Context: an optimization exercise on an open-source flow, tuned for small area. The choices shown serve that exercise and are no tape-out recipe.
In this exercise RTL edits were held to simulation tests only and were not proved equivalent to the original.
No activity file was given, so power comes from the tool's default toggle rates.

<file path="flow/run.sh">
#!/bin/bash
set -euo pipefail
export BUFFER_PORTS_ARGS="-buffer_cell sky130_fd_sc_hd__buf_1"
export CTS_ARGS="-sink_clustering_enable -repair_clock_nets -dont_use_dummy_load -buf_list sky130_fd_sc_hd__clkbuf_8 -sink_clustering_size 30 -sink_clustering_max_diameter 200"
bash standard.sh > standard.log 2>&1
</file>
<file path="standard.sh">
#!/bin/bash
# synth_recipe.tcl (not shown) runs the flow's synth.tcl, then flattens the netlist and writes it again
# the make line also repeats each setting of config.mk as NAME=value (left out here)
make -C /OpenROAD-flow-scripts/flow DESIGN_CONFIG=/design/flow/config.mk WORK_HOME=/design/flow/orfs CLKGATE_MAP_FILE= SYNTH_SCRIPT=/design/flow/synth_recipe.tcl "${@:-finish}"
</file>
<file path="config.mk">
export PLATFORM = sky130hd
export DESIGN_NAME = pb170proj
export DESIGN_NICKNAME = pb170proj
export VERILOG_FILES = /design/flow/design.v
export SDC_FILE = /design/flow/constraint.sdc
export NUM_CORES = 4
export LEC_CHECK = 0
export ABC_AREA = 1
export CAP_MARGIN = 20
export CORE_MARGIN = 2
export CORE_UTILIZATION = 70
export PLACE_DENSITY = 0.8
export SLEW_MARGIN = 20
</file>
<file path="constraint.sdc">
create_clock -name core_clock -period 10.0 [get_ports {CLK}]
set_input_delay 2.0000 -clock core_clock [delete_from_list [all_inputs] [get_ports {CLK}]]
set_output_delay 2.0000 -clock core_clock [all_outputs]
set_load 0.01 [all_outputs]
</file>
<file path="design.v">
module clk_div (
	CLK, RST, CLK_DIV
	);
	parameter divider = 250;
	localparam W = 8;
	input CLK;
	input RST;
	output CLK_DIV;
	reg [W-1:0] cntr;
	reg CLK_DIV;
	always @(posedge CLK)
	begin
		if (!RST || cntr == 0) cntr <= divider;
		else cntr <= cntr - 1'b1;
	end
	always @(posedge CLK)
		CLK_DIV <= (cntr == 1);
endmodule
module pb170proj (
		CLK, KEY, SW, LEDG, LEDR, HEX4, HEX5, HEX6, HEX7
	);
	input CLK;
	input [1:0] KEY;
	input [15:0] SW;
	output [4:0] LEDG;
	output [15:0] LEDR;
	output [6:0] HEX4;
	output [6:0] HEX5;
	output [6:0] HEX6;
	output [6:0] HEX7;
	wire rst_n = KEY[0];
	wire tick;
	clk_div #(.divider(250)) divider1 (.CLK(CLK), .RST(rst_n), .CLK_DIV(tick));
	reg [19:0] rnd_cnt;
	reg [15:0] ledscfg;
	reg [15:0] LEDS;
	reg [8:0] cntdwn;
	reg [2:0] disp;       
	reg rflag;            
	reg pflag;            
	reg zflag;            
	reg [2:0] rnds;       
	reg [3:0] oks;        
	reg old_key1;
	wire [3:0] n = oks;          
	assign HEX6 = {
		(~n[3] & ~n[2] & ~n[1]) | (n[2] & n[1] & n[0]),
		(~n[2] & (n[1] | n[0])) | (n[1] & n[0]),
		n[0] | (n[2] & ~n[1]),
		(~n[1] & (n[2] ^ n[0])) | (n[2] & n[1] & n[0]),
		~n[2] & n[1] & ~n[0],
		n[2] & (n[1] ^ n[0]),
		~n[1] & (n[2] ^ n[0])};
	wire [3:0] m = {1'b0, rnds} + 4'd1;    
	assign HEX4 = {
		(~m[3] & ~m[2] & ~m[1]) | (m[2] & m[1] & m[0]),
		(~m[2] & (m[1] | m[0])) | (m[1] & m[0]),
		m[0] | (m[2] & ~m[1]),
		(~m[1] & (m[2] ^ m[0])) | (m[2] & m[1] & m[0]),
		~m[2] & m[1] & ~m[0],
		m[2] & (m[1] ^ m[0]),
		~m[1] & (m[2] ^ m[0])};
	assign HEX5 = 7'b1111111;
	assign HEX7 = 7'b1111111;
	assign LEDR = LEDS;
	assign LEDG = {disp == 3'd4, disp == 3'd3, disp == 3'd2, disp == 3'd1, disp == 3'd0};
	wire [19:0] rnd_next = rst_n ? rnd_cnt + 20'd1 : 20'd0;
	always @(posedge CLK)
		rnd_cnt <= rnd_next;
	wire [15:0] pattern = (16'b1 << rnd_next[3:0]) | (16'b1 << rnd_next[7:4]) |
		(16'b1 << rnd_next[11:8]) | (16'b1 << rnd_next[15:12]) | (16'b1 << rnd_next[19:16]);
	wire [2:0] mode = rflag ? {2'b00, pflag} : {disp[2:1], disp[0] | pflag};
	wire press = !KEY[1] && old_key1;
	wire advance = press && (mode == 3'd0 || mode == 3'd2);
	wire [2:0] mode1 = !rst_n ? 3'd0 : advance ? mode + 3'd1 : mode;
	wire cnt0 = cntdwn == 9'd0;
	wire match = SW == ledscfg;
	reg [2:0] mode2;
	always @(*)
	begin
		mode2 = mode1;
		if (tick)
			case (mode1)
			1: if (cnt0) mode2 = 3'd2;
			2: if (cnt0) mode2 = 3'd3;
			3: mode2 = 3'd4;
			4: if (cnt0) mode2 = (rnds == 3'd7) ? 3'd5 : 3'd0;
			default: ;
			endcase
	end
	wire idle = mode2 == 3'd0;
	always @(posedge CLK)
	begin
		old_key1 <= KEY[1];
		if (idle)
			ledscfg <= pattern;
		if (!rst_n) begin
			rflag <= 1'b1;
			pflag <= 1'b0;
			zflag <= 1'b1;
		end else if (advance)
			pflag <= 1'b1;
		if (tick) begin
			case (mode1)
			1: begin
				if (cnt0) begin
					LEDS <= 16'd0;
					cntdwn <= 9'd500;
				end else begin
					if (cntdwn == 9'd5)
						LEDS <= ledscfg;
					cntdwn <= cntdwn - 9'd1;
				end
			end
			2: begin
				if (!cnt0)
					cntdwn <= cntdwn - 9'd1;
			end
			3: begin
				cntdwn <= match ? 9'd48 : 9'd96;
				oks <= (zflag ? 4'd0 : oks) + match;
				rnds <= zflag ? 3'd0 : rnds + 3'd1;
				zflag <= 1'b0;
			end
			4: begin
				LEDS <= cntdwn[2] ? ledscfg : 16'd0;
				if (cnt0 && rnds == 3'd7)
					LEDS <= 16'd1;
				cntdwn <= cntdwn - 9'd1;
			end
			5: begin
				LEDS <= {LEDS[14:0], LEDS[15]};
			end
			default: ;
			endcase
			disp <= mode2;
			rflag <= 1'b0;
			pflag <= 1'b0;
		end
		if (idle)
			cntdwn <= 9'd5;
	end
endmodule
</file>
==> run_results.csv, run 1 <==
group,metric,value,unit
placement,dpl-instance-area,5570,sq um
detailed_routing,drtIter0Drc,330,
cells_and_area,area_growth,6.91,%
die,coreArea,7290,sq um
clock_tree,htree_levels,3,
synthesis,synth.avg_cell_area,6.77,sq um
global_route,grt_pass1_vias,4582,
clock_tree,cts-resized-gates,0,
setup_path,cp_top_family,"simple AND/OR/NAND/NOR gates",
sta,fmax,243,MHz
sta,fin_skew,0.0314,ns
die,die_x,91.2,microns
setup_path,slowest_stage,"inv_1",
power_and_ir_drop,leakagePower,0.00267,uW
sta,min_period_over_period,0.412,
setup_path,cp_max_fo,24,
cells_and_area,final_cell_area,5690,sq um
setup_path,cp_common_cell,"nand2_2",
global_route,grt_max_degree,25,
clock_tree,hold_buffers,0,
die,dieHeight,91.2,microns
clock_tree,cts_buffer_depth,2,
cells_and_area,fin_cells,941,
clock_tree,clk_pin_slew,0.07,ns
placement,gp_congestion,0.956,
die,num_io_pins,68,
clock_tree,clock_latency,0.36,ns
synthesis,yosysWarnings,2,
clock_tree,cts.sinks,84,
global_route,overflow,0,
global_route,grt_pass1_wl,20200,microns
detailed_routing,ant_nets,0,
run_status,outcome,"timing/DRC/antenna clean",
clock_tree,post_cts_buffers,0,
die,rows,31,
placement,dp_cells,932,
clock_tree,cts_buffers,9,
detailed_routing,vias,5038,
setup_path,crit_required,9.96,ns
sta,finalSetupViolCount,0,
synthesis,ys_ff_latch,84,
cells_and_area,seqCellArea,2100,sq um
detailed_routing,drt_drc_violations_left,0,
cells_and_area,drive_above_1_share,0.0487,
synthesis,synth-seq-area-share,0.395,
cells_and_area,num_antenna_cells,0,
sta,slew_viol_final,0,
global_route,grt_usage,0.299,
detailed_routing,routedWlPerCell,12.8,microns
cells_and_area,multi_input_area,2710,sq um
power_and_ir_drop,power_density,106,nW/um^2
clock_tree,cts_root_buffer,"clkbuf_8",
setup_path,worst_setup_path_end_kind,"register",
setup_path,path_buf_inv,3,
power_and_ir_drop,peakVddDrop,0.0000822,V
setup_path,crit_type,"in2reg",
hold_path,hold_class,"reg2reg",
sta,tightestPinTransition,0.800,ns
detailed_routing,drt-pass1-iter-count,6,
sta,hold_violations,0,
setup_path,slowest_delay,0.42,ns
sta,period_needed,4.12,ns
clock_tree,cts_tree,"done",
die,start_util,0.730,
global_route,antenna_found_initial,0,
sta,finalSetupTns,0,ns
cells_and_area,nNetsFinal,874,
sta,rsz0062_at_grt,"false",
detailed_routing,totalWireLength,12000,microns
die,fp.dieArea,8320,sq um
setup_path,arrival,4.09,ns
synthesis,netlist_area,5330,sq um
setup_path,setup.worst_path.start_class,"primary input",
setup_path,cp_cell_sequence,"buf_1 -> buf_4 -> nand3_1 -> nor2_2 -> nand3_1 -> nand2_1 -> nand2_2 -> nand2_2 -> nand4_1 -> nand2_2 -> nand2_2 -> inv_1",
cells_and_area,fillerInstances,558,
placement,port_buffers,53,
detailed_routing,drt-vias-per-instance,5.35,
flow_run,drv_cap,0,
synthesis,yosys.cell_types.count,37,
synthesis,syn_inst,787,
placement,dpl.hpwl,9520,microns
sta,slew_headroom,0.466,
[synthesized netlist by cell type (all sizes together)]
cell	count	area [sq um]
o211ai	1	7.51
nor3	20	110
nor3b	1	7.51
nand3b	2	15.0
conb	1	3.75
nand2	237	910
o21bai	1	7.51
clkbuf	2	7.51
nand4	8	50.1
a21o	1	7.51
xor2	11	96.3
o31ai	2	15.0
nand3	84	435
nor4	1	6.26
dfxtp	42	841
o22ai	2	12.5
a21boi	1	18.8
xnor2	3	26.3
a21oi	12	60.1
o21ai	32	160
or2	2	12.5
inv	113	424
ha	11	138
a22o	4	35.0
buf	19	133
edfxtp	42	1260
clkinv	2	7.51
nor2	128	505
a31oi	2	12.5
[per-stage QoR]
step / worst slack [ns] / power [uW] / utilization / hold slack (ns)
final: 5.88 / 602 / 0.781 / 0.460
after global routing: 5.65 / 626 / 0.781 / 0.475
after CTS: 5.92 / 604 / 0.781 / 0.458
after detailed placement: 5.57 / 426 / 0.764 / 0.440
after global placement: 5.60 / 424 / 0.763 / 0.435
after floorplan: 6.27 / 417 / - / 0.417
[layout by cell type, fill, tap and decap left out, drive strengths merged]
master  count
nand2     237
nand3b      2
a21oi      12
a21o        1
nand4       8
clkinv      2
nor3       20
xnor2       3
xor2       11
nor4        1
buf        54
ha         11
a21boi      1
or2         2
a22o        4
o21ai      32
clkbuf      9
a31oi       2
o31ai       2
inv       113
o21bai      1
edfxtp     42
o22ai       2
dfxtp      42
nor2      128
o211ai      1
conb       14
nand3      84
nor3b       1
[metal layers]
layer | part of all wire | wire [microns] | global-route usage
met3 | 0.069 | 829 | 0.0581
met5 | 0 | 0 | 0
met1 | 0.44 | 5280 | 0.389
met4 | 0.014 | 163 | 0.0909
met2 | 0.48 | 5730 | 0.506
[logic make-up (layout without fill, tap and decap cells)]
kind of cell             count (synthesis)  after routing  synth area share
other                                    1             14          0.000704
AND/OR/NAND/NOR                        483            483             0.385
XOR/XNOR                                14             14            0.0230
AO/OA/AOI/OAI                           58             58            0.0632
adder cells (fa/ha/maj)                 11             11            0.0258
buffers and inverters                  136            178             0.107
flip-flops                              84             84             0.395
[path summary, 6_finish.rpt]
check	start	to	slack, ns	depth (start not counted)
hold / removal	divider1.cntr[0]	divider1.cntr[0]	0.46	1
setup reg to reg	disp[2]	ledscfg[2]	7.36	10
hold reg to reg	divider1.cntr[0]	divider1.cntr[0]	0.46	1
setup / recovery	KEY[0]	ledscfg[2]	5.88	12
[report_power, final]
| part | switching [uW] | leakage, uW | internal (uW) |
|---|---|---|---|
| Sequential | 5.87 | 0.000758 | 369 |
| Combinational | 29.8 | 0.00184 | 14.8 |
| Clock | 102 | 0.0000647 | 80.6 |
[final cells by class]
| type | count | area share |
|---|---|---|
| clock buffer | 9 | 0.0218 |
| tap | 99 | 0.0218 |
| inverter | 115 | 0.0758 |
| sequential | 84 | 0.369 |
| timing repair buffer | 54 | 0.0363 |
| multi-input combinational | 580 | 0.475 |
[flip-flops by register name (all words and copies together) (netlist names)]
name,flops
divider1.cntr,8
LEDS,16
oks,4
cntdwn,9
rnds,3
divider1.CLK_DIV,1
rflag,1
ledscfg,16
rnd_cnt,20
old_key1,1
pflag,1
disp,3
zflag,1
==> run 2: changes to the inputs <==
==> run.sh (new file) <==
#!/bin/bash
# synth_recipe.tcl (not shown) runs the flow's synth.tcl, then flattens the netlist and writes it again
# the make line also repeats each setting of config.mk as NAME=value (left out here)
make -C /OpenROAD-flow-scripts/flow DESIGN_CONFIG=/design/flow/config.mk WORK_HOME=/design/flow/orfs CLKGATE_MAP_FILE= SYNTH_SCRIPT=/design/flow/synth_recipe.tcl finish
--- a/config.mk
+++ b/config.mk
@@ -8,6 +8,5 @@
 export ABC_AREA = 1
 export CAP_MARGIN = 20
 export CORE_MARGIN = 2
-export CORE_UTILIZATION = 70
-export PLACE_DENSITY = 0.8
+export CORE_UTILIZATION = 40
 export SLEW_MARGIN = 20
removed: flow/run.sh
removed: standard.sh
==> run 2 against run 1 <==
  * Worst hold slack worse by 0.010 ns
  * Sequential power about the same
  * Combinational power up 11%
  * Critical path type unchanged
  * Critical endpoint is now ledscfg[6]
  * Highest routed layer unchanged
==> run_results.csv, run 2 <==
group,metric,value,unit
run_status,outcome,"timing/DRC/antenna clean",
setup_path,crit_required,9.97,ns
global_route,antenna_found_initial,0,
power_and_ir_drop,leakagePower,0.00288,uW
power_and_ir_drop,power_density,116,nW/um^2
detailed_routing,drt-pass1-iter-count,5,
die,num_io_pins,68,
placement,pre_cts_slack,5.16,ns
synthesis,syn_inst,787,
cells_and_area,top_regs,"rnd_cnt (20), LEDS (16), ledscfg (16)",
die,coreArea,13100,sq um
clock_tree,hold_buffers,0,
detailed_routing,vias,5066,
sta,fin_skew,0.00884,ns
clock_tree,htree_levels,3,
sta,hold_violations,0,
cells_and_area,nNetsFinal,875,
placement,dpl.hpwl,10800,microns
global_route,overflow,0,
cells_and_area,largest-register,"rnd_cnt",
cells_and_area,fin_cells,1026,
sta,finalSetupTns,0,ns
die,start_util,0.405,
placement,port_buffers,53,
power_and_ir_drop,finalPower,729,uW
sta,fmax,221,MHz
die,dieHeight,119,microns
clock_tree,cts-resized-gates,0,
synthesis,synth_edf_count,42,
power_and_ir_drop,peakVddDrop,0.0000606,V
global_route,grt_pass1_wl,22300,microns
cells_and_area,num_antenna_cells,0,
detailed_routing,drtIter0Drc,299,
clock_tree,cts.sinks,84,
sta,setup_ws,5.47,ns
cells_and_area,final_cell_area,6270,sq um
sta,finalSetupViolCount,0,
setup_path,cp_max_fo,24,
synthesis,synth-seq-area-share,0.395,
global_route,grt_pass1_vias,4565,
sta,slew_headroom,0.255,
detailed_routing,routedWlPerCell,13.3,microns
flow_run,drv_cap,0,
placement,dpl-instance-area,6000,sq um
clock_tree,clock_latency,0.34,ns
sta,min_period_over_period,0.453,
die,fp.dieArea,14300,sq um
synthesis,ys_ff_latch,84,
setup_path,arrival,4.51,ns
synthesis,yosys-top-cells-area,"edfxtp_1, nand2_1, dfxtp_1",
synthesis,synth_top_area_frac,0.237,
detailed_routing,drt_drc_violations_left,0,
die,die_x,119,microns
synthesis,synth.avg_cell_area,6.77,sq um
cells_and_area,area_growth,17.7,%
clock_tree,cts_root_buffer,"clkbuf_16",
synthesis,synth_flop_cell,"edfxtp_1",
cells_and_area,drive_above_1_share,0.0529,
sta,slew_viol_final,0,
synthesis,yosysWarnings,2,
clock_tree,clk_pin_slew,0.06,ns
setup_path,worst_setup_path_end_kind,"register",
sta,tightestPinTransition,1.11,ns
detailed_routing,ant_nets,0,
clock_tree,cts_tree,"done",
detailed_routing,drt-vias-per-instance,4.94,
synthesis,yosys-top-cells-count,"nand2_1, nor2_1, inv_1, nand3_1",
detailed_routing,totalWireLength,13700,microns
die,rows,42,
clock_tree,post_cts_buffers,0,
clock_tree,cts_buffers,9,
synthesis,netlist_area,5330,sq um
synthesis,synth_area_leader_cell,"edfxtp_1",
placement,gp_congestion,0.945,
synthesis,async_flop_share,0,
synthesis,yosys.cell_types.count,37,
hold_path,hold_class,"reg2reg",
clock_tree,cts_buffer_depth,2,
synthesis,yosys.cell_count.top_type,"nand2_1",
cells_and_area,final_common_cell,"nand2_1",
sta,rsz0062_at_grt,"false",
setup_path,setup.worst_path.start_class,"primary input",
global_route,grt_usage,0.196,
sta,period_needed,4.53,ns
placement,dp_cells,1010,
cells_and_area,largest_reg_flops,20,
setup_path,crit_type,"in2reg",
global_route,grt_max_degree,25,
cells_and_area,final_cell_mix,"nand2_1, nor2_1, inv_1",
## run 2: cell counts after synthesis
No cell type changed its count.
## run 2: per-stage QoR
stage	util	hold WS (ns)
2_1_floorplan	-	0.417
3_3_place_gp	0.457	0.437
3_5_place_dp	0.457	0.444
4_1_cts	0.477	0.458
5_1_grt	0.477	0.473
6_report	0.477	0.450
## run 2: power breakdown
| group | internal [uW] | leakage, uW | switching, uW |
|---|---|---|---|
| Sequential | 369 | 0.000758 | 5.46 |
| Combinational | 19.3 | 0.00199 | 30.0 |
| Clock | 168 | 0.000127 | 137 |
| Total | 557 | 0.00288 | 172 |
## run 2: area by class of cell
class	instances	area [sq um]
Fill cell	1373	6870
Inverter	115	432
Tap cell	176	220
Clock inverter	6	41.3
Multi-Input combinational cell	580	2700
Clock buffer	10	229
Sequential cell	84	2100
Timing Repair Buffer	55	546
## run 2: worst max-delay path, cell delays in order
cell,delay [ns]
clkdlybuf4s50_1,0.45
buf_4,0.28
nand3_1,0.19
nor2_2,0.16
nand3_1,0.16
nand2_1,0.16
nand2_2,0.11
nand2_2,0.15
nand4_1,0.13
nand2_2,0.19
nand2_2,0.10
inv_1,0.43
## run 2: worst paths after layout
check | endpoint | slack [ns] | cells after the start | startpoint
min | divider1.cntr[0] | 0.45 | 1 | divider1.cntr[0]
max | ledscfg[6] | 5.47 | 12 | KEY[0]
min reg2reg | divider1.cntr[0] | 0.45 | 1 | divider1.cntr[0]
max reg2reg | ledscfg[6] | 7.34 | 10 | disp[2]
## run 2: cells by family (layout without fill, tap and decap cells)
| kind of cell | Yosys count | after routing | synth area share |
|---|---|---|---|
| AO/OA/AOI/OAI | 58 | 58 | 0.0632 |
| XOR/XNOR | 14 | 14 | 0.0230 |
| adder cells (fa/ha/maj) | 11 | 11 | 0.0258 |
| buffers and inverters | 136 | 186 | 0.107 |
| flip-flops | 84 | 84 | 0.395 |
| other | 1 | 14 | 0.000704 |
| AND/OR/NAND/NOR | 483 | 483 | 0.385 |
## run 2: per-layer routing
metal | wire [microns] | share of wire | GRT usage
met4 | 357 | 0.026 | 0.0772
met5 | 0 | 0 | 0
met2 | 6150 | 0.45 | 0.315
met1 | 6420 | 0.47 | 0.264
met3 | 756 | 0.055 | 0.0345
==> run 3: changes to the inputs <==
==> flow/run.sh (new file) <==
#!/bin/bash
set -euo pipefail
export BUFFER_PORTS_ARGS="-buffer_cell sky130_fd_sc_hd__buf_1"
export CTS_ARGS="-sink_clustering_enable -repair_clock_nets -dont_use_dummy_load -buf_list sky130_fd_sc_hd__clkbuf_16 -sink_clustering_size 90 -sink_clustering_max_diameter 500"
export SKIP_REPAIR_TIE_FANOUT=1
bash standard.sh > standard.log 2>&1
==> standard.sh (new file) <==
#!/bin/bash
# synth_recipe.tcl (not shown) runs the flow's synth.tcl, then flattens the netlist and writes it again
# the make line also repeats each setting of config.mk as NAME=value (left out here)
make -C /OpenROAD-flow-scripts/flow DESIGN_CONFIG=/design/flow/config.mk WORK_HOME=/design/flow/orfs CLKGATE_MAP_FILE= SYNTH_SCRIPT=/design/flow/synth_recipe.tcl "${@:-finish}"
--- a/config.mk
+++ b/config.mk
@@ -8,5 +8,6 @@
 export ABC_AREA = 1
 export CAP_MARGIN = 20
 export CORE_MARGIN = 2
-export CORE_UTILIZATION = 40
+export CORE_UTILIZATION = 80
+export PLACE_DENSITY = 0.9
 export SLEW_MARGIN = 20
removed: run.sh
==> run 3 against run 2 <==
  * Still clean on timing, DRC and antenna
  * Count of clock-buffer cells in the layout shrank 1
  * Fmax rose by 6.5%
  * Flip-flop and latch count unchanged
  * Combinational power is 0.8% lower
  * Non-clock buffer count fell by 1
  * Design area shrank 8.8%
  * Critical path depth stayed put
  * Critical path type unchanged
  * Largest power group unchanged
==> run_results.csv, run 3 <==
group,metric,value,unit
run_status,outcome,"timing/DRC/antenna clean",
power_and_ir_drop,finalPower,702,uW
detailed_routing,drt-pass1-iter-count,12,
die,rows,29,
synthesis,synth_edf_count,42,
setup_path,arrival,4.22,ns
placement,dpl.hpwl,9790,microns
synthesis,syn_inst,787,
setup_path,crit_type,"in2reg",
synthesis,yosysWarnings,2,
synthesis,synth_area_leader_cell,"edfxtp_1",
clock_tree,cts_tree,"done",
synthesis,synth_flop_cell,"edfxtp_1",
placement,port_buffers,53,
global_route,grt_pass1_wl,25400,microns
cells_and_area,nNetsFinal,861,
power_and_ir_drop,peakVddDrop,0.000138,V
setup_path,setup.worst_path.start_class,"primary input",
cells_and_area,final_common_cell,"nand2_1",
flow_run,drv_cap,0,
synthesis,yosys.cell_types.count,37,
sta,fin_skew,0.0163,ns
clock_tree,hold_buffers,0,
clock_tree,post_cts_buffers,0,
cells_and_area,fillerInstances,347,
die,dieHeight,85.6,microns
sta,rsz0062_at_grt,"false",
synthesis,yosys.cell_count.top_type,"nand2_1",
detailed_routing,ant_nets,0,
placement,gp_congestion,1.06,
die,start_util,0.834,
setup_path,crit_required,9.97,ns
power_and_ir_drop,leakagePower,0.00267,uW
setup_path,worst_setup_path_end_kind,"register",
cells_and_area,area_growth,7.33,%
sta,fmax,235,MHz
cells_and_area,drive_above_1_share,0.0483,
die,num_io_pins,68,
synthesis,yosys-top-cells-count,"nand2_1, nor2_1, inv_1, nand3_1",
detailed_routing,vias,5746,
detailed_routing,drtIter0Drc,827,
synthesis,yosys-top-cells-area,"edfxtp_1, nand2_1, dfxtp_1",
die,coreArea,6390,sq um
synthesis,async_flop_share,0,
synthesis,ys_ff_latch,84,
sta,tightestPinTransition,1.09,ns
cells_and_area,multi_input_area,2660,sq um
global_route,grt_pass1_vias,5318,
cells_and_area,largest-register,"rnd_cnt",
global_route,grt_usage,0.443,
cells_and_area,largest_reg_flops,20,
cells_and_area,seqCellArea,2100,sq um
detailed_routing,routedWlPerCell,17.2,microns
synthesis,synth-seq-area-share,0.395,
clock_tree,htree_levels,3,
power_and_ir_drop,power_density,123,nW/um^2
clock_tree,cts_buffers,9,
sta,hold_violations,0,
clock_tree,cts-resized-gates,0,
cells_and_area,num_antenna_cells,0,
hold_path,hold_class,"reg2reg",
clock_tree,cts.sinks,84,
sta,finalSetupTns,0,ns
detailed_routing,drt_drc_violations_left,0,
cells_and_area,final_cell_mix,"nand2_1, nor2_1, inv_1",
die,fp.dieArea,7330,sq um
clock_tree,cts_root_buffer,"clkbuf_16",
synthesis,synth.avg_cell_area,6.77,sq um
die,die_x,85.6,microns
sta,slew_viol_final,0,
clock_tree,clk_pin_slew,0.05,ns
setup_path,cp_max_fo,24,
sta,period_needed,4.25,ns
sta,min_period_over_period,0.425,
detailed_routing,drt-vias-per-instance,6.34,
global_route,overflow,0,
global_route,antenna_found_initial,0,
cells_and_area,top_regs,"rnd_cnt (20), LEDS (16), ledscfg (16)",
sta,slew_headroom,0.272,
detailed_routing,totalWireLength,15600,microns
synthesis,synth_top_area_frac,0.237,
global_route,grt_max_degree,25,
synthesis,netlist_area,5330,sq um
clock_tree,clock_latency,0.34,ns
clock_tree,cts_buffer_depth,2,
sta,finalSetupViolCount,0,
-- run 3: critical path, cell delays in order --
cell and delay [ns]:
buf_1 0.08, buf_4 0.28, nand3_1 0.19, nor2_2 0.21, nand3_1 0.18, nand2_1 0.17
nand2_2 0.11, nand2_2 0.15, nand4_1 0.12, nand2_2 0.19, nand2_2 0.12, inv_1 0.42
-- run 3: cell families (layout without fill, tap and decap cells) --
family / Yosys count / after routing / synth area share
DFF: 84 / 84 / 0.395
buffers and inverters: 136 / 178 / 0.107
other: 1 / 1 / 0.000704
AOI/OAI and AO/OA: 58 / 58 / 0.0632
xor gates and xnor gates: 14 / 14 / 0.0230
adders and majority gates: 11 / 11 / 0.0258
and+or+nand+nor: 483 / 483 / 0.385
-- run 3: layout make-up --
type,instances,share of cell area
Multi-Input combinational cell,567,0.464
Inverter,115,0.0755
Clock buffer,9,0.0394
Timing Repair Buffer,54,0.0361
Tap cell,77,0.0169
Sequential cell,84,0.368
-- run 3: stage by stage --
| step | cells | utilization | hold WS (ns) | worst slack, ns | area [sq um] |
|---|---|---|---|---|---|
| after floorplan | 787 | - | 0.417 | 6.27 | 5330 |
| after global placement | 897 | 0.860 | 0.436 | 5.65 | 5490 |
| after detailed placement | 897 | 0.860 | 0.462 | 5.59 | 5490 |
| after CTS | 906 | 0.895 | 0.472 | 5.86 | 5720 |
| after global routing | 906 | 0.895 | 0.506 | 5.59 | 5720 |
| final | 906 | 0.895 | 0.468 | 5.75 | 5720 |
-- run 3: layer usage --
layer	wire length, microns	GRT usage	share of wire	vias to the layer above
li1	-	-	-	2570
met1	5430	0.523	0.35	2447
met2	7070	0.724	0.45	575
met3	1940	0.109	0.12	154
met4	1130	0.281	0.073	0
met5	0	0	0	-
-- run 3: report_power, final --
part	internal (uW)	switching [uW]
sequential	370	6.40
combinational	14.7	34.2
clock	158	119
-- run 3: final timing paths --
| kind | start | to | slack, ns | cells after the start |
|---|---|---|---|---|
| setup reg to reg | cntdwn[1] | ledscfg[13] | 7.21 | 10 |
| hold / removal | divider1.cntr[0] | divider1.cntr[0] | 0.47 | 1 |
| setup / recovery | KEY[0] | ledscfg[9] | 5.75 | 12 |
| hold reg to reg | divider1.cntr[0] | divider1.cntr[0] | 0.47 | 1 |
==> run 4: changes to the inputs <==
--- a/design.v
+++ b/design.v
@@ -67,8 +67,6 @@
 	wire [19:0] rnd_next = rst_n ? rnd_cnt + 20'd1 : 20'd0;
 	always @(posedge CLK)
 		rnd_cnt <= rnd_next;
-	wire [15:0] pattern = (16'b1 << rnd_next[3:0]) | (16'b1 << rnd_next[7:4]) |
-		(16'b1 << rnd_next[11:8]) | (16'b1 << rnd_next[15:12]) | (16'b1 << rnd_next[19:16]);
 	wire [2:0] mode = rflag ? {2'b00, pflag} : {disp[2:1], disp[0] | pflag};
 	wire press = !KEY[1] && old_key1;
 	wire advance = press && (mode == 3'd0 || mode == 3'd2);
@@ -88,56 +86,62 @@
 			default: ;
 			endcase
 	end
-	wire idle = mode2 == 3'd0;
+	wire idle = mode2 == 3'd0 || mode2 == 3'd5;
+	wire t1 = tick && mode1 == 3'd1;
+	wire t3 = tick && mode1 == 3'd3;
+	wire t4 = tick && mode1 == 3'd4;
+	wire t5 = tick && mode1 == 3'd5;
+	wire showp = (t1 && cntdwn == 9'd5) || (t4 && cntdwn[2] && !(cnt0 && rnds == 3'd7));
+	wire set1 = t4 && cnt0 && rnds == 3'd7;
+	wire keep = !(t1 && (cnt0 || cntdwn == 9'd5)) && !t4 && !t5;
+	wire [15:0] leds_next = ({16{showp}} & ledscfg) | ({16{t5}} & {LEDS[14:0], LEDS[15]}) |
+		({16{keep}} & LEDS) | {15'd0, set1};
+	wire load500 = t1 && cnt0;
+	wire dec = tick && (mode1 == 3'd1 || mode1 == 3'd2 || mode1 == 3'd4) && !load500;
+	wire [3:0] dlo [0:4];
+	wire [3:0] dhi [0:4];
+	wire [15:0] pattern;
+	genvar k, i;
+	generate
+		for (k = 0; k < 5; k = k + 1) begin : pdec
+			wire [1:0] a = rnd_next[4*k+1:4*k];
+			wire [1:0] b = rnd_next[4*k+3:4*k+2];
+			assign dlo[k] = {a[1] & a[0], a[1] & ~a[0], ~a[1] & a[0], ~a[1] & ~a[0]};
+			assign dhi[k] = {idle & b[1] & b[0], idle & b[1] & ~b[0], idle & ~b[1] & b[0], idle & ~b[1] & ~b[0]};
+		end
+		for (i = 0; i < 16; i = i + 1) begin : pat
+			assign pattern[i] = (dhi[0][i/4] & dlo[0][i%4]) | (dhi[1][i/4] & dlo[1][i%4]) |
+				(dhi[2][i/4] & dlo[2][i%4]) | (dhi[3][i/4] & dlo[3][i%4]) | (dhi[4][i/4] & dlo[4][i%4]);
+		end
+	endgenerate
 	always @(posedge CLK)
 	begin
 		old_key1 <= KEY[1];
-		if (idle)
-			ledscfg <= pattern;
+		LEDS <= leds_next;
+		ledscfg <= pattern | ({16{!idle}} & ledscfg);
 		if (!rst_n) begin
 			rflag <= 1'b1;
 			pflag <= 1'b0;
 			zflag <= 1'b1;
 		end else if (advance)
 			pflag <= 1'b1;
+		if (idle)
+			cntdwn <= 9'd5;
+		else if (load500)
+			cntdwn <= 9'd500;
+		else if (t3)
+			cntdwn <= match ? 9'd48 : 9'd96;
+		else if (dec)
+			cntdwn <= cntdwn - 9'd1;
+		if (t3) begin
+			oks <= (zflag ? 4'd0 : oks) + match;
+			rnds <= zflag ? 3'd0 : rnds + 3'd1;
+			zflag <= 1'b0;
+		end
 		if (tick) begin
-			case (mode1)
-			1: begin
-				if (cnt0) begin
-					LEDS <= 16'd0;
-					cntdwn <= 9'd500;
-				end else begin
-					if (cntdwn == 9'd5)
-						LEDS <= ledscfg;
-					cntdwn <= cntdwn - 9'd1;
-				end
-			end
-			2: begin
-				if (!cnt0)
-					cntdwn <= cntdwn - 9'd1;
-			end
-			3: begin
-				cntdwn <= match ? 9'd48 : 9'd96;
-				oks <= (zflag ? 4'd0 : oks) + match;
-				rnds <= zflag ? 3'd0 : rnds + 3'd1;
-				zflag <= 1'b0;
-			end
-			4: begin
-				LEDS <= cntdwn[2] ? ledscfg : 16'd0;
-				if (cnt0 && rnds == 3'd7)
-					LEDS <= 16'd1;
-				cntdwn <= cntdwn - 9'd1;
-			end
-			5: begin
-				LEDS <= {LEDS[14:0], LEDS[15]};
-			end
-			default: ;
-			endcase
 			disp <= mode2;
 			rflag <= 1'b0;
 			pflag <= 1'b0;
 		end
-		if (idle)
-			cntdwn <= 9'd5;
 	end
 endmodule
==> flow/run.sh (replaced) <==
#!/bin/bash
# The standard layout (standard.sh), with these changes:
#  - synthesis maps the logic with an area-oriented ABC script (flow/synth.tcl
#    wraps synth_recipe.tcl; the registers are the standard synthesis's);
#  - the port buffers are the smallest buffer, buf_1;
#  - CTS uses clkbuf_8 and no dummy loads.
set -euo pipefail
here=$(pwd)
sed -E "s#SYNTH_SCRIPT=[^ ]*synth_recipe\.tcl#SYNTH_SCRIPT=$here/flow/synth.tcl#" standard.sh > own_standard.sh
grep -q "SYNTH_SCRIPT=$here/flow/synth.tcl" own_standard.sh
export BUFFER_PORTS_ARGS="-buffer_cell sky130_fd_sc_hd__buf_1"
export CTS_ARGS="-sink_clustering_enable -repair_clock_nets -dont_use_dummy_load -buf_list sky130_fd_sc_hd__clkbuf_8 -sink_clustering_size 30 -sink_clustering_max_diameter 200"
bash own_standard.sh > standard.log 2>&1
==> flow/abc_area.script (new file) <==
strash
&get -n
&deepsyn -T 30
&put
dch -f
amap
topo
==> flow/synth.tcl (new file) <==
# The standard flow's synthesis (synth_recipe.tcl, in the work folder), with ORFS's
# combinational mapping step run with an area-oriented ABC script
# (flow/abc_area.script). Registers are mapped before ABC runs, so they are
# the standard synthesis's registers.
set own_dir [file dirname [file normalize [info script]]]
proc abc {args} {
  global own_dir
  set i [lsearch -exact $args -script]
  if { $i >= 0 } {
    lset args [expr { $i + 1 }] [file join $own_dir abc_area.script]
  }
  puts "abc (own script): $args"
  yosys abc {*}$args
}
source [file join [file dirname $own_dir] synth_recipe.tcl]
--- a/config.mk
+++ b/config.mk
@@ -8,6 +8,6 @@
 export ABC_AREA = 1
 export CAP_MARGIN = 20
 export CORE_MARGIN = 2
-export CORE_UTILIZATION = 80
-export PLACE_DENSITY = 0.9
+export CORE_UTILIZATION = 70
+export PLACE_DENSITY = 0.8
 export SLEW_MARGIN = 20
==> run 4 against run 3 <==
  * Die area decreased by 6.8%
  * Design area is 18% lower
  * Worst setup slack got worse by 1.9 ns
  * Combinational power down 19%
  * Still clean
  * Critical endpoint is now ledscfg[12]
  * Largest cell class unchanged
  * Non-clock buffer count up 1
  * Fmax is 31% lower
  * Via count down 20%
  * Flip-flop and latch count is the same
  * Clock power shrank 32%
==> run_results.csv, run 4 <==
group,metric,value,unit
run_status,outcome,"timing/DRC/antenna clean",
clock_tree,cts-resized-gates,0,
synthesis,synth.avg_cell_area,7.71,sq um
cells_and_area,nNetsFinal,657,
setup_path,arrival,6.38,ns
hold_path,hold-path-endpoint,"divider1.CLK_DIV",
clock_tree,post_cts_buffers,0,
hold_path,holdPathStages,1,
cells_and_area,final_cell_mix,"nor2_1, clkinv_1, dfxtp_1",
setup_path,crit_required,10.25,ns
die,fp.dieArea,6830,sq um
placement,port_buffers,53,
power_and_ir_drop,combPwrFrac,0.069,
detailed_routing,routedWlPerCell,17.4,microns
detailed_routing,vias,4584,
cells_and_area,fillerInstances,419,
sta,finalSetupViolCount,0,
placement,dpl.hpwl,9050,microns
die,dieHeight,82.7,microns
synthesis,netlist_area,4330,sq um
cells_and_area,num_antenna_cells,0,
hold_path,hp-start,"divider1.cntr[2]",
synthesis,yosys-top-cells-area,"dfxtp_1, nor2_1, edfxtp_1",
die,start_util,0.727,
power_and_ir_drop,peakVddDrop,0.000118,V
die,coreArea,5960,sq um
cells_and_area,utilization,0.791,
clock_tree,hold_buffers,0,
placement,gp_congestion,1.04,
cells_and_area,final_cell_area,4710,sq um
synthesis,yosys.cell_count.top_type,"nor2_1",
global_route,grt_usage,0.366,
clock_tree,cts_tree,"done",
synthesis,yosysWarnings,2,
clock_tree,cts_root_buffer,"clkbuf_8",
synthesis,yosys-top-cells-count,"nor2_1, clkinv_1, dfxtp_1, nand2_1, o21ai_0",
flow_run,drv_cap,0,
power_and_ir_drop,p_sw_frac,0.241,
global_route,grt_pass1_wl,18800,microns
power_and_ir_drop,internal_power,438,uW
cells_and_area,final_common_cell,"nor2_1",
die,die_x,82.7,microns
sta,hold_violations,0,
placement,dpl-instance-area,4580,sq um
sta,fin_skew,0.0198,ns
clock_tree,cts.sinks,84,
placement,pre_cts_slack,3.71,ns
hold_path,hold_class,"reg2reg",
synthesis,synth-seq-area-share,0.411,
sta,setup_ws,3.87,ns
clock_tree,cts_buffers,9,
global_route,antenna_found_initial,0,
detailed_routing,drt_drc_violations_left,0,
cells_and_area,fin_cells,700,
setup_path,rr_startpoint,"disp[1]",
synthesis,async_flop_share,0,
cells_and_area,drive_above_1_share,0.0192,
power_and_ir_drop,power_density,123,nW/um^2
clock_tree,htree_levels,3,
clock_tree,cts_buffer_depth,2,
synthesis,synth_area_leader_cell,"dfxtp_1",
setup_path,worst_setup_path_end_kind,"register",
setup_path,r2r_cells,17,
die,num_io_pins,68,
clock_tree,clk_pin_slew,0.08,ns
sta,rsz0062_at_grt,"false",
sta,finalSetupTns,0,ns
synthesis,ys_ff_latch,84,
detailed_routing,drt-vias-per-instance,6.55,
sta,slew_headroom,0.342,
global_route,grt_max_degree,33,
die,rows,28,
power_and_ir_drop,power_switching,139,uW
setup_path,setup.worst_path.start_class,"primary input",
synthesis,yosys.cell_types.count,40,
detailed_routing,ant_nets,0,
global_route,grt_pass1_vias,4018,
cells_and_area,area_growth,8.73,%
synthesis,synth_flop_cell,"dfxtp_1",
clock_tree,clock_latency,0.36,ns
cells_and_area,top_regs,"rnd_cnt (20), LEDS (16), ledscfg (16)",
power_and_ir_drop,pwr-share-clk,0.326,
placement,dp_cells,691,
sta,min_period_over_period,0.613,
detailed_routing,totalWireLength,12200,microns
sta,fmax,163,MHz
synthesis,syn_inst,562,
synthesis,synth_top_area_frac,0.342,
cells_and_area,largest-register,"rnd_cnt",
setup_path,crit_type,"in2reg",
detailed_routing,drtIter0Drc,420,
sta,slew_viol_final,0,
setup_path,cp_max_fo,32,
power_and_ir_drop,leakagePower,0.00160,uW
global_route,overflow,0,
power_and_ir_drop,p_seq_frac,0.605,
sta,period_needed,6.13,ns
cells_and_area,largest_reg_flops,20,
detailed_routing,drt-pass1-iter-count,6,
synthesis,synth_edf_count,10,
setup_path,worstReg2RegEnd,"ledscfg[12]",
setup_path,r2r_slack,5.72,ns
sta,tightestPinTransition,0.983,ns
[run 4: cell types whose count changed after synthesis, sizes merged, moves of 32 or more]
cell and change:
inv -113, edfxtp -32, nor2 -33, nand3 -69, nand2 -186, clkinv +76
dfxtp +32
[run 4: kinds of logic (layout without fill, tap and decap cells)]
logic type	count (synthesis)	after routing	synth area share
AO/OA/AOI/OAI	146	146	0.228
AND/OR/NAND/NOR	227	227	0.234
XOR/XNOR	1	1	0.00202
flip-flops	84	84	0.411
adder cells (fa/ha/maj)	11	11	0.0318
other	1	14	0.000866
buffers and inverters	92	142	0.0919
[run 4: power groups by stage]
stage | Combinational, uW | Clock, uW | Sequential (uW)
after CTS | 37.9 | 189 | 349
after floorplan | 29.3 | 0 | 356
final | 39.8 | 188 | 349
after global routing | 43.1 | 201 | 349
after global placement | 36.0 | 0 | 356
after detailed placement | 37.6 | 0 | 357
[run 4: final cells by class]
class                   instances  area (sq um)  share of cell area
multi-input cells             399          2200               0.468
clock buffers                   9           124              0.0263
repair buffers                 55           214              0.0454
inverters                      78           293              0.0622
well taps                      75          93.8              0.0199
flip-flops and latches         84          1780               0.378
[run 4: how the worst max path moves through the flow]
stage,from,cells after the start,to
2_1_floorplan,KEY[0],14,ledscfg[12]
3_3_place_gp,KEY[0],16,ledscfg[12]
3_5_place_dp,KEY[0],16,ledscfg[12]
4_1_cts,KEY[0],16,ledscfg[12]
5_1_grt,KEY[0],16,ledscfg[12]
6_report,KEY[0],16,ledscfg[12]
[run 4: per-layer routing]
layer | GRT usage | vias to the layer above | routed length, microns
met4 | 0.231 | 0 | 586
met3 | 0.0641 | 67 | 1190
met2 | 0.577 | 311 | 5500
li1 | - | 2104 | -
met5 | 0 | - | 0
met1 | 0.465 | 2102 | 4890
[run 4: worst max-delay path: stages]
cell      delay, ns
buf_1          0.29
clkinv_1       0.73
nor2_1         0.41
clkinv_1       0.13
o21ai_0        0.36
or2_0          0.19
o21ai_0        0.17
nor2_1         0.17
a21oi_1        0.06
nor2_1         0.11
buf_4          0.31
clkinv_1       0.39
or4_1          0.66
o22ai_1        0.21
nor3_1         0.08
o221ai_1       0.09
[run 4: stage by stage]
step,hold WS [ns],power [uW]
after floorplan,0.406,385
after global placement,0.426,392
after detailed placement,0.430,394
after CTS,0.442,575
after global routing,0.471,594
final,0.441,577
==> run 5: changes to the inputs <==
--- a/design.v
+++ b/design.v
@@ -2,19 +2,42 @@
 	CLK, RST, CLK_DIV
 	);
 	parameter divider = 250;
-	localparam W = 8;
 	input CLK;
 	input RST;
 	output CLK_DIV;
-	reg [W-1:0] cntr;
+	reg [7:0] state;
 	reg CLK_DIV;
+	function [7:0] step;
+		input [7:0] s;
+		begin
+			step = {s[6:0], s[7] ^ s[5] ^ s[4] ^ s[3]};
+		end
+	endfunction
+	function [7:0] steps;
+		input [7:0] s;
+		input integer n;
+		integer j;
+		begin
+			steps = s;
+			for (j = 0; j < n; j = j + 1)
+				steps = step(steps);
+		end
+	endfunction
+	localparam [7:0] START = 8'h01;                        
+	localparam [7:0] ONE = steps(START, divider - 1);      
+	localparam [7:0] ZERO = steps(START, divider);         
+	localparam integer B = (ZERO[0] != START[0]) ? 0 : (ZERO[1] != START[1]) ? 1 :
+		(ZERO[2] != START[2]) ? 2 : (ZERO[3] != START[3]) ? 3 :
+		(ZERO[4] != START[4]) ? 4 : (ZERO[5] != START[5]) ? 5 :
+		(ZERO[6] != START[6]) ? 6 : 7;
+	wire zero = CLK_DIV && state[B] == ZERO[B];
 	always @(posedge CLK)
 	begin
-		if (!RST || cntr == 0) cntr <= divider;
-		else cntr <= cntr - 1'b1;
+		if (!RST || zero) state <= START;
+		else state <= step(state);
 	end
 	always @(posedge CLK)
-		CLK_DIV <= (cntr == 1);
+		CLK_DIV <= (state == ONE);
 endmodule
 module pb170proj (
 		CLK, KEY, SW, LEDG, LEDR, HEX4, HEX5, HEX6, HEX7
==> flow/run.sh (replaced) <==
#!/bin/bash
# The standard layout (standard.sh), with these changes:
#  - synthesis maps the logic with an area-oriented ABC script
#    (flow/synth.tcl wraps synth_recipe.tcl; registers are mapped before ABC
#    runs, so they are the standard synthesis's), and adders are left to ABC
#    instead of being mapped to half/full adder cells first;
#  - the port buffers are the smallest buffer, buf_1;
#  - the constant outputs share one tie cell;
#  - CTS uses clkbuf_8 and no dummy loads.
# Every tool's log is under orfs/logs/; make's own output is in standard.log.
set -euo pipefail
here=$(pwd)
sed -E "s#SYNTH_SCRIPT=[^ ]*synth_recipe\.tcl#SYNTH_SCRIPT=$here/flow/synth.tcl#" standard.sh > own_standard.sh
grep -q "SYNTH_SCRIPT=$here/flow/synth.tcl" own_standard.sh
export ADDER_MAP_FILE=
export SKIP_REPAIR_TIE_FANOUT=1
export BUFFER_PORTS_ARGS="-buffer_cell sky130_fd_sc_hd__buf_1"
export CTS_ARGS="-sink_clustering_enable -repair_clock_nets -dont_use_dummy_load -buf_list sky130_fd_sc_hd__clkbuf_8 -sink_clustering_size 30 -sink_clustering_max_diameter 200"
bash own_standard.sh > standard.log 2>&1
==> flow/abc_area.script (replaced) <==
strash
dc2
&get -n
&deepsyn -T 60 -I 8
&put
dch -f -r
amap -F 2 -A 4
topo
==> run 5 against run 4 <==
  * Still clean on timing, DRC and antenna
  * Worst hold slack got worse by 0.012 ns
  * Flip-flop and latch count stayed put
  * Sequential power is essentially flat
  * Count of clock-buffer cells in the layout unchanged
  * Wire length is 12% lower
  * Register-to-register slack got worse by 0.20 ns
  * Synthesized cell count shrank 11%
  * Combinational power is 14% lower
  * Sequential share of layout area up 3.7 points
  * Worst setup slack got worse by 0.021 ns
  * Critical endpoint is now ledscfg[11]
  * Highest routed layer unchanged
==> run_results.csv, run 5 <==
group,metric,value,unit
setup_path,setup.worst_path.start_class,"primary input",
sta,finalSetupViolCount,0,
setup_path,slowest_stage,"clkinv_1",
clock_tree,cts_root_buffer,"clkbuf_8",
sta,tightestPinTransition,0.486,ns
sta,finalSetupTns,0,ns
power_and_ir_drop,internal_power,437,uW
cells_and_area,nNetsFinal,571,
cells_and_area,num_antenna_cells,0,
synthesis,synth-seq-area-share,0.452,
synthesis,yosys.cell_types.count,36,
sta,min_period_over_period,0.615,
setup_path,slowest_delay,0.53,ns
setup_path,crit_type,"in2reg",
power_and_ir_drop,p_sw_frac,0.230,
sta,fmax,163,MHz
clock_tree,cts-resized-gates,0,
die,die_x,79.1,microns
clock_tree,htree_levels,3,
synthesis,netlist_area,3940,sq um
clock_tree,cts.sinks,84,
cells_and_area,fin_cells,622,
detailed_routing,ant_nets,0,
synthesis,syn_inst,498,
synthesis,synth_flop_cell,"dfxtp_1",
detailed_routing,drt-pass1-iter-count,9,
cells_and_area,largest-register,"rnd_cnt",
cells_and_area,drive_above_1_share,0.0273,
die,coreArea,5470,sq um
detailed_routing,drt-vias-per-instance,6.52,
placement,pre_cts_slack,3.67,ns
setup_path,crit_required,10.27,ns
global_route,overflow,0,
run_status,outcome,"timing/DRC/antenna clean",
placement,gp_congestion,1.08,
die,num_io_pins,68,
sta,rsz0062_at_grt,"false",
placement,dp_cells,613,
detailed_routing,routedWlPerCell,17.3,microns
cells_and_area,final_cell_mix,"nor2_1, dfxtp_1, clkinv_1",
setup_path,cp_cell_sequence,"buf_1 -> clkinv_1 -> nor2_1 -> nand2_1 -> nor3_1 -> nand2_1 -> o21ai_0 -> nor2_1 -> or2_0 -> a31oi_1 -> a22oi_1 -> nor2_2 -> buf_4 -> clkinv_1 -> or3_1 -> o22ai_1 -> nor3_1 -> o21ai_0",
power_and_ir_drop,p_seq_frac,0.616,
cells_and_area,final_common_cell,"nor2_1",
sta,fin_skew,0.0226,ns
sta,slew_viol_final,0,
cells_and_area,largest_reg_flops,20,
cells_and_area,utilization,0.784,
clock_tree,cts_tree,"done",
clock_tree,cts_buffers,9,
synthesis,yosys.cell_count.top_type,"nor2_1",
hold_path,hold_class,"reg2reg",
synthesis,yosys-top-cells-area,"dfxtp_1, edfxtp_1, nor2_1",
power_and_ir_drop,finalPower,567,uW
power_and_ir_drop,combPwrFrac,0.061,
power_and_ir_drop,power_switching,130,uW
global_route,grt_max_degree,33,
synthesis,synth_area_leader_cell,"dfxtp_1",
cells_and_area,top_regs,"rnd_cnt (20), LEDS (16), ledscfg (16)",
clock_tree,clk_pin_slew,0.08,ns
placement,port_buffers,53,
setup_path,arrival,6.42,ns
cells_and_area,area_growth,8.79,%
setup_path,cp_max_fo,32,
synthesis,yosysWarnings,2,
detailed_routing,drt_drc_violations_left,0,
clock_tree,hold_buffers,0,
synthesis,synth.avg_cell_area,7.92,sq um
die,fp.dieArea,6250,sq um
setup_path,worst_setup_path_end_kind,"register",
sta,setup_ws,3.85,ns
power_and_ir_drop,leakagePower,0.00141,uW
die,start_util,0.721,
synthesis,async_flop_share,0,
global_route,grt_usage,0.355,
global_route,grt_pass1_vias,3672,
die,dieHeight,79.1,microns
power_and_ir_drop,power_density,132,nW/um^2
clock_tree,cts_buffer_depth,2,
clock_tree,post_cts_buffers,0,
detailed_routing,vias,4058,
global_route,grt_pass1_wl,17200,microns
synthesis,yosys-top-cells-count,"nor2_1, dfxtp_1, clkinv_1, nand2_1, o21ai_0",
sta,slew_headroom,0.673,
synthesis,synth_top_area_frac,0.376,
flow_run,drv_cap,0,
global_route,antenna_found_initial,0,
sta,period_needed,6.15,ns
clock_tree,clock_latency,0.34,ns
synthesis,ys_ff_latch,84,
power_and_ir_drop,pwr-share-clk,0.323,
synthesis,synth_edf_count,10,
sta,hold_violations,0,
detailed_routing,totalWireLength,10700,microns
die,rows,27,
placement,dpl.hpwl,8030,microns
power_and_ir_drop,peakVddDrop,0.000141,V
detailed_routing,drtIter0Drc,546,
## run 5: final cells by class
type / count / area (sq um)
Multi-Input combinational cell: 330 / 1800
Sequential cell: 84 / 1780
Fill cell: 399 / 1180
Inverter: 70 / 263
Timing Repair Buffer: 57 / 229
Clock buffer: 9 / 124
Tap cell: 72 / 90.1
## run 5: stage by stage
stage          instance area (sq um)  hold slack [ns]
6_report                        4290            0.429
5_1_grt                         4290            0.450
4_1_cts                         4290            0.439
3_5_place_dp                    4170            0.423
3_3_place_gp                    4170            0.417
2_1_floorplan                   3940            0.403
## run 5: worst paths after layout
| path | cells past startpoint | startpoint | endpoint | slack (ns) |
|---|---|---|---|---|
| worst min-delay path | 2 | divider1.state[1] | divider1.state[2] | 0.43 |
| worst min register to register | 2 | divider1.state[1] | divider1.state[2] | 0.43 |
| worst max register to register | 21 | rnd_cnt[3] | ledscfg[1] | 5.52 |
| worst max-delay path | 18 | KEY[0] | ledscfg[11] | 3.85 |
## run 5: kinds of logic (layout without fill, tap and decap cells)
| group | after synthesis | in the layout | synth area share |
|---|---|---|---|
| other | 1 | 1 | 0.000951 |
| AOI/OAI and AO/OA | 135 | 135 | 0.236 |
| and+or+nand+nor | 194 | 194 | 0.218 |
| buffers and inverters | 84 | 136 | 0.0933 |
| DFF | 84 | 84 | 0.452 |
## run 5: per-layer routing
layer  track usage  vias up  wire [microns]  share of wire
met5             0        -               0              0
met4         0.155        0             424          0.039
met3        0.0932       59            1210           0.11
met2         0.547      277            4810           0.45
met1         0.472     1840            4310           0.40
li1              -     1882               -              -
## run 5: power by group through the flow
| stage | registers [uW] | clock network (uW) | logic (uW) |
|---|---|---|---|
| final | 349 | 183 | 34.4 |
| after floorplan | 356 | 0 | 26.5 |
| after global placement | 356 | 0 | 31.9 |
| after global routing | 350 | 197 | 38.1 |
| after CTS | 349 | 183 | 33.4 |
| after detailed placement | 357 | 0 | 33.1 |
## run 5: critical path, delay by kind of cell
kind | cells | cell delay, ns
compound gates | 5 | 0.84
buf+inv | 4 | 1.62
simple gates | 9 | 1.95
==> run 6: changes to the inputs <==
--- a/design.v
+++ b/design.v
@@ -65,24 +65,33 @@
 	reg [2:0] rnds;       
 	reg [3:0] oks;        
 	reg old_key1;
-	wire [3:0] n = oks;          
+	wire [2:0] rnds_inc;
+	wire [3:0] oks_inc;
+	assign rnds_inc = {
+		(rnds[2] & rnds[1]) | (rnds[1] & ~rnds[0]) | (~rnds[2] & ~rnds[1] & rnds[0]),
+		(~rnds[0]),
+		(rnds[2])};
+	assign HEX4 = {
+		(~rnds[1] & ~rnds[0]),
+		(~rnds[0]),
+		(rnds[2]) | (~rnds[1] & ~rnds[0]),
+		(~rnds[1] & ~rnds[0]) | (rnds[2] & rnds[1] & rnds[0]),
+		(~rnds[2] & rnds[1] & ~rnds[0]),
+		(~rnds[1] & rnds[0]),
+		(rnds[2] & rnds[1] & rnds[0]) | (~rnds[2] & ~rnds[1] & ~rnds[0])};
+	assign oks_inc = {
+		(~oks[0]) | (oks[2]) | (oks[1]),
+		(~oks[3] & ~oks[2]) | (~oks[2] & oks[1]),
+		(oks[2] & ~oks[0]) | (~oks[3] & ~oks[0]),
+		(oks[3] & ~oks[2]) | (oks[1])};
 	assign HEX6 = {
-		(~n[3] & ~n[2] & ~n[1]) | (n[2] & n[1] & n[0]),
-		(~n[2] & (n[1] | n[0])) | (n[1] & n[0]),
-		n[0] | (n[2] & ~n[1]),
-		(~n[1] & (n[2] ^ n[0])) | (n[2] & n[1] & n[0]),
-		~n[2] & n[1] & ~n[0],
-		n[2] & (n[1] ^ n[0]),
-		~n[1] & (n[2] ^ n[0])};
-	wire [3:0] m = {1'b0, rnds} + 4'd1;    
-	assign HEX4 = {
-		(~m[3] & ~m[2] & ~m[1]) | (m[2] & m[1] & m[0]),
-		(~m[2] & (m[1] | m[0])) | (m[1] & m[0]),
-		m[0] | (m[2] & ~m[1]),
-		(~m[1] & (m[2] ^ m[0])) | (m[2] & m[1] & m[0]),
-		~m[2] & m[1] & ~m[0],
-		m[2] & (m[1] ^ m[0]),
-		~m[1] & (m[2] ^ m[0])};
+		(oks[2] & ~oks[0]) | (~oks[3] & ~oks[0]),
+		(oks[2]) | (oks[1] & oks[0]),
+		(oks[2]) | (oks[3] & ~oks[1]),
+		(oks[2] & ~oks[0]) | (oks[3] & ~oks[1] & ~oks[0]),
+		(oks[1] & oks[0]),
+		(~oks[2] & ~oks[1] & oks[0]),
+		(oks[2] & oks[1]) | (oks[3] & ~oks[1] & ~oks[0])};
 	assign HEX5 = 7'b1111111;
 	assign HEX7 = 7'b1111111;
 	assign LEDR = LEDS;
@@ -105,7 +114,7 @@
 			1: if (cnt0) mode2 = 3'd2;
 			2: if (cnt0) mode2 = 3'd3;
 			3: mode2 = 3'd4;
-			4: if (cnt0) mode2 = (rnds == 3'd7) ? 3'd5 : 3'd0;
+			4: if (cnt0) mode2 = (rnds == 3'd3) ? 3'd5 : 3'd0;
 			default: ;
 			endcase
 	end
@@ -114,8 +123,8 @@
 	wire t3 = tick && mode1 == 3'd3;
 	wire t4 = tick && mode1 == 3'd4;
 	wire t5 = tick && mode1 == 3'd5;
-	wire showp = (t1 && cntdwn == 9'd5) || (t4 && cntdwn[2] && !(cnt0 && rnds == 3'd7));
-	wire set1 = t4 && cnt0 && rnds == 3'd7;
+	wire showp = (t1 && cntdwn == 9'd5) || (t4 && cntdwn[2] && !(cnt0 && rnds == 3'd3));
+	wire set1 = t4 && cnt0 && rnds == 3'd3;
 	wire keep = !(t1 && (cnt0 || cntdwn == 9'd5)) && !t4 && !t5;
 	wire [15:0] leds_next = ({16{showp}} & ledscfg) | ({16{t5}} & {LEDS[14:0], LEDS[15]}) |
 		({16{keep}} & LEDS) | {15'd0, set1};
@@ -157,8 +166,8 @@
 		else if (dec)
 			cntdwn <= cntdwn - 9'd1;
 		if (t3) begin
-			oks <= (zflag ? 4'd0 : oks) + match;
-			rnds <= zflag ? 3'd0 : rnds + 3'd1;
+			oks <= match ? (zflag ? 4'd14 : oks_inc) : (zflag ? 4'd0 : oks);
+			rnds <= zflag ? 3'd0 : rnds_inc;
 			zflag <= 1'b0;
 		end
 		if (tick) begin
==> flow/abc_area.script (replaced) <==
strash
dc2
&get -n
&deepsyn -T 60
&put
dch -f
amap
topo
==> run 6 against run 5 <==
  * Still clean on timing, DRC and antenna
  * Count of clock-buffer cells in the layout did not move
  * Worst setup slack worse by 0.46 ns
  * Sequential share of layout area down 0.71 points
  * Flip-flop and latch count is the same
  * Sequential power hardly changed
  * First-iteration DRC count is 19% lower
  * Worst hold slack better by 0.0071 ns
  * Critical path depth rose by 2
  * Power is 0.35% higher
  * Final cell count rose by 1.3%
  * Design area up 1.7%
  * Fmax is 7.0% lower
  * Critical path type unchanged
  * Largest cell class unchanged
==> run_results.csv, run 6 <==
group,metric,value,unit
synthesis,netlist_area,4050,sq um
detailed_routing,totalWireLength,11100,microns
synthesis,async_flop_share,0,
placement,gp_congestion,1.10,
setup_path,setup.worst_path.start_class,"primary input",
setup_path,crit_type,"in2reg",
cells_and_area,multi_input_area,1860,sq um
die,num_io_pins,68,
clock_tree,cts_buffers,9,
detailed_routing,drt-pass1-iter-count,10,
clock_tree,clk_pin_slew,0.08,ns
sta,whs,0.436,ns
global_route,grt_pass1_vias,3760,
cells_and_area,area_growth,7.75,%
synthesis,synth-seq-area-share,0.440,
die,fp.dieArea,6410,sq um
setup_path,slowest_delay,0.57,ns
cells_and_area,num_antenna_cells,0,
synthesis,yosys-top-cells-count,"nor2_1, clkinv_1, dfxtp_1, nand2_1, a21oi_1",
sta,slew_headroom,0.418,
clock_tree,htree_levels,3,
placement,dpl.hpwl,8450,microns
sta,tightestPinTransition,0.870,ns
setup_path,arrival,6.87,ns
hold_path,hp-start,"divider1.state[6]",
sta,rsz0062_at_grt,"false",
synthesis,ys_ff_latch,84,
synthesis,synth_top_area_frac,0.366,
setup_path,crit_required,10.26,ns
sta,min_period_over_period,0.662,
setup_path,cp_max_fo,21,
cells_and_area,largest_reg_flops,20,
cells_and_area,utilization,0.788,
synthesis,synth_flop_cell,"dfxtp_1",
synthesis,syn_inst,510,
detailed_routing,routedWlPerCell,17.6,microns
clock_tree,post_cts_buffers,0,
cells_and_area,final_cell_mix,"nor2_1, clkinv_1, dfxtp_1",
clock_tree,cts-resized-gates,0,
global_route,antenna_found_initial,0,
cells_and_area,final_common_cell,"nor2_1",
placement,port_buffers,53,
setup_path,slowest_stage,"clkinv_1",
hold_path,holdPathStages,2,
sta,fmax,151,MHz
die,dieHeight,80.1,microns
setup_path,rr_startpoint,"disp[0]",
synthesis,synth_area_leader_cell,"dfxtp_1",
setup_path,worst_setup_path_end_kind,"register",
setup_path,cp_cell_sequence,"buf_1 -> clkinv_1 -> nor2_1 -> nand3_1 -> nor2_1 -> clkinv_1 -> nor2_1 -> clkinv_1 -> o311a_1 -> or2_0 -> nor2_1 -> o21ai_0 -> clkinv_1 -> a22oi_1 -> nor2_1 -> clkinv_1 -> nor3_1 -> clkinv_1 -> or3_1 -> o2111ai_1",
detailed_routing,drt_drc_violations_left,0,
die,die_x,80.1,microns
sta,finalSetupTns,0,ns
global_route,overflow,0,
clock_tree,cts_tree,"done",
hold_path,hold-path-endpoint,"divider1.state[7]",
run_status,outcome,"timing/DRC/antenna clean",
cells_and_area,largest-register,"rnd_cnt",
setup_path,r2r_slack,5.30,ns
flow_run,drv_cap,0,
setup_path,cp_common_cell,"clkinv_1",
sta,finalSetupViolCount,0,
clock_tree,clock_latency,0.36,ns
synthesis,yosys-top-cells-area,"dfxtp_1, nor2_1, clkinv_1",
global_route,grt_pass1_wl,17700,microns
synthesis,yosysWarnings,2,
clock_tree,cts.sinks,84,
setup_path,r2r_cells,17,
power_and_ir_drop,leakagePower,0.00142,uW
synthesis,yosys.cell_count.top_type,"nor2_1",
detailed_routing,ant_nets,0,
cells_and_area,nNetsFinal,579,
clock_tree,hold_buffers,0,
synthesis,yosys.cell_types.count,36,
setup_path,worstReg2RegEnd,"ledscfg[8]",
die,rows,27,
cells_and_area,top_regs,"rnd_cnt (20), LEDS (16), ledscfg (16)",
sta,slew_viol_final,0,
detailed_routing,drt-vias-per-instance,6.57,
clock_tree,cts_root_buffer,"clkbuf_8",
cells_and_area,fillerInstances,347,
die,coreArea,5540,sq um
cells_and_area,drive_above_1_share,0.0233,
die,start_util,0.731,
detailed_routing,vias,4139,
global_route,grt_usage,0.359,
synthesis,synth_edf_count,10,
clock_tree,cts_buffer_depth,2,
sta,hold_violations,0,
synthesis,synth.avg_cell_area,7.94,sq um
cells_and_area,seqCellArea,1780,sq um
detailed_routing,drtIter0Drc,444,
global_route,grt_max_degree,25,
sta,period_needed,6.62,ns
sta,fin_skew,0.0360,ns
power_and_ir_drop,peakVddDrop,0.000130,V
hold_path,hold_class,"reg2reg",
power_and_ir_drop,power_density,130,nW/um^2
## run 6: changes by cell type after synthesis, sizes merged, moves of 5 or more
| cell | delta |
|---|---|
| a211oi | +11 |
| o2111ai | +12 |
| nor2 | +8 |
| or3 | +7 |
| a21oi | +11 |
| o21ai | -19 |
| clkinv | +10 |
| o22a | +7 |
| o22ai | -21 |
| nor4 | -5 |
| nor3 | -9 |
## run 6: kinds of logic after synthesis
kind of cell / Yosys count / synth area share
and+or+nand+nor: 198 / 0.220
AOI/OAI and AO/OA: 131 / 0.236
buffers and inverters: 96 / 0.104
DFF: 84 / 0.440
other: 1 / 0.000926
## run 6: final cells by class
class	count	area share
Multi-Input combinational cell	330	0.425
Tap cell	72	0.0206
Sequential cell	84	0.408
Timing Repair Buffer	55	0.0490
Clock buffer	9	0.0284
Inverter	80	0.0688
## run 6: stage by stage
stage                     instance area (sq um)  std cells  total power (uW)  setup WS, ns
after floorplan                            4050        510               382          3.57
after global placement                     4240        621               388          3.64
after detailed placement                   4240        621               390          3.24
after CTS                                  4360        630               565          3.55
after global routing                       4370        630               582          2.94
final                                      4370        630               569          3.38
## run 6: worst max path at each step
stage          startpoint    endpoint  slack (ns)
3_5_place_dp       KEY[0]  ledscfg[8]        3.24
4_1_cts            KEY[0]  ledscfg[8]        3.55
5_1_grt            KEY[0]  ledscfg[8]        2.94
2_1_floorplan      KEY[0]  ledscfg[8]        3.57
3_3_place_gp       KEY[0]  ledscfg[8]        3.64
6_report           KEY[0]  ledscfg[8]        3.38
## run 6: power by group
group          internal [uW]  switching, uW
logic                   9.93           24.4
clock network           80.6            104
registers                346           3.85
## run 6: routing by layer
metal / vias to the layer above / track usage / part of all wire
met5: - / 0 / 0
met4: 0 / 0.190 / 0.038
met3: 60 / 0.0742 / 0.11
met2: 319 / 0.538 / 0.44
met1: 1850 / 0.488 / 0.41
li1: 1910 / - / -
## run 6: critical path: cells and delay by family
kind                   cells  cell delay (ns)
buffers and inverters      7             1.85
and+or+nand+nor            9             2.46
AOI/OAI and AO/OA          4             0.52

==> afterwards: timing with drivers on the ports <==
How much do the figures lean on ideal ports? The routed layouts below were timed once more, with nothing changed but the port constraints. Step 1 (the two cells are an assumption about what drives the block):
set clk [get_ports {CLK}]
set_driving_cell -lib_cell sky130_fd_sc_hd__clkbuf_16 $clk
set_driving_cell -lib_cell sky130_fd_sc_hd__buf_2 [delete_from_list [all_inputs] $clk]
Step 2 times the ports against the registers' clock, not the clock port: input delays grow and output delays shrink by t, the midpoint of the rising clock arrivals with the driver on. Slacks: ideal ports / drivers / drivers and shift; pairs: ideal ports / drivers.
run | t (ns) | setup slack, ns | worst hold slack (ns) | clock arrival spread, ns | slew at the worst register clock pin (ns)
run 1 | 0.372 | 5.879 / 5.890 / 5.518 | 0.460 / 0.460 / 0.460 | 0.031 / 0.032 | 0.09 / 0.09
run 2 | 0.379 | 5.470 / 5.480 / 5.102 | 0.450 / 0.450 / 0.450 | 0.009 / 0.009 | 0.06 / 0.06
run 3 | 0.364 | 5.745 / 5.749 / 5.385 | 0.468 / 0.468 / 0.468 | 0.016 / 0.016 | 0.07 / 0.07
run 4 | 0.378 | 3.869 / 3.870 / 3.492 | 0.441 / 0.441 / 0.441 | 0.020 / 0.020 | 0.09 / 0.09
run 5 | 0.363 | 3.847 / 3.842 / 3.479 | 0.429 / 0.429 / 0.429 | 0.026 / 0.026 | 0.08 / 0.08
run 6 | 0.372 | 3.382 / 3.391 / 3.019 | 0.436 / 0.436 / 0.436 | 0.036 / 0.036 | 0.10 / 0.10
After both steps every run listed still meets setup and hold. For run 4, which loses most, drivers alone change the setup slack by +0.001 ns; drivers and shift together by -0.377 ns.
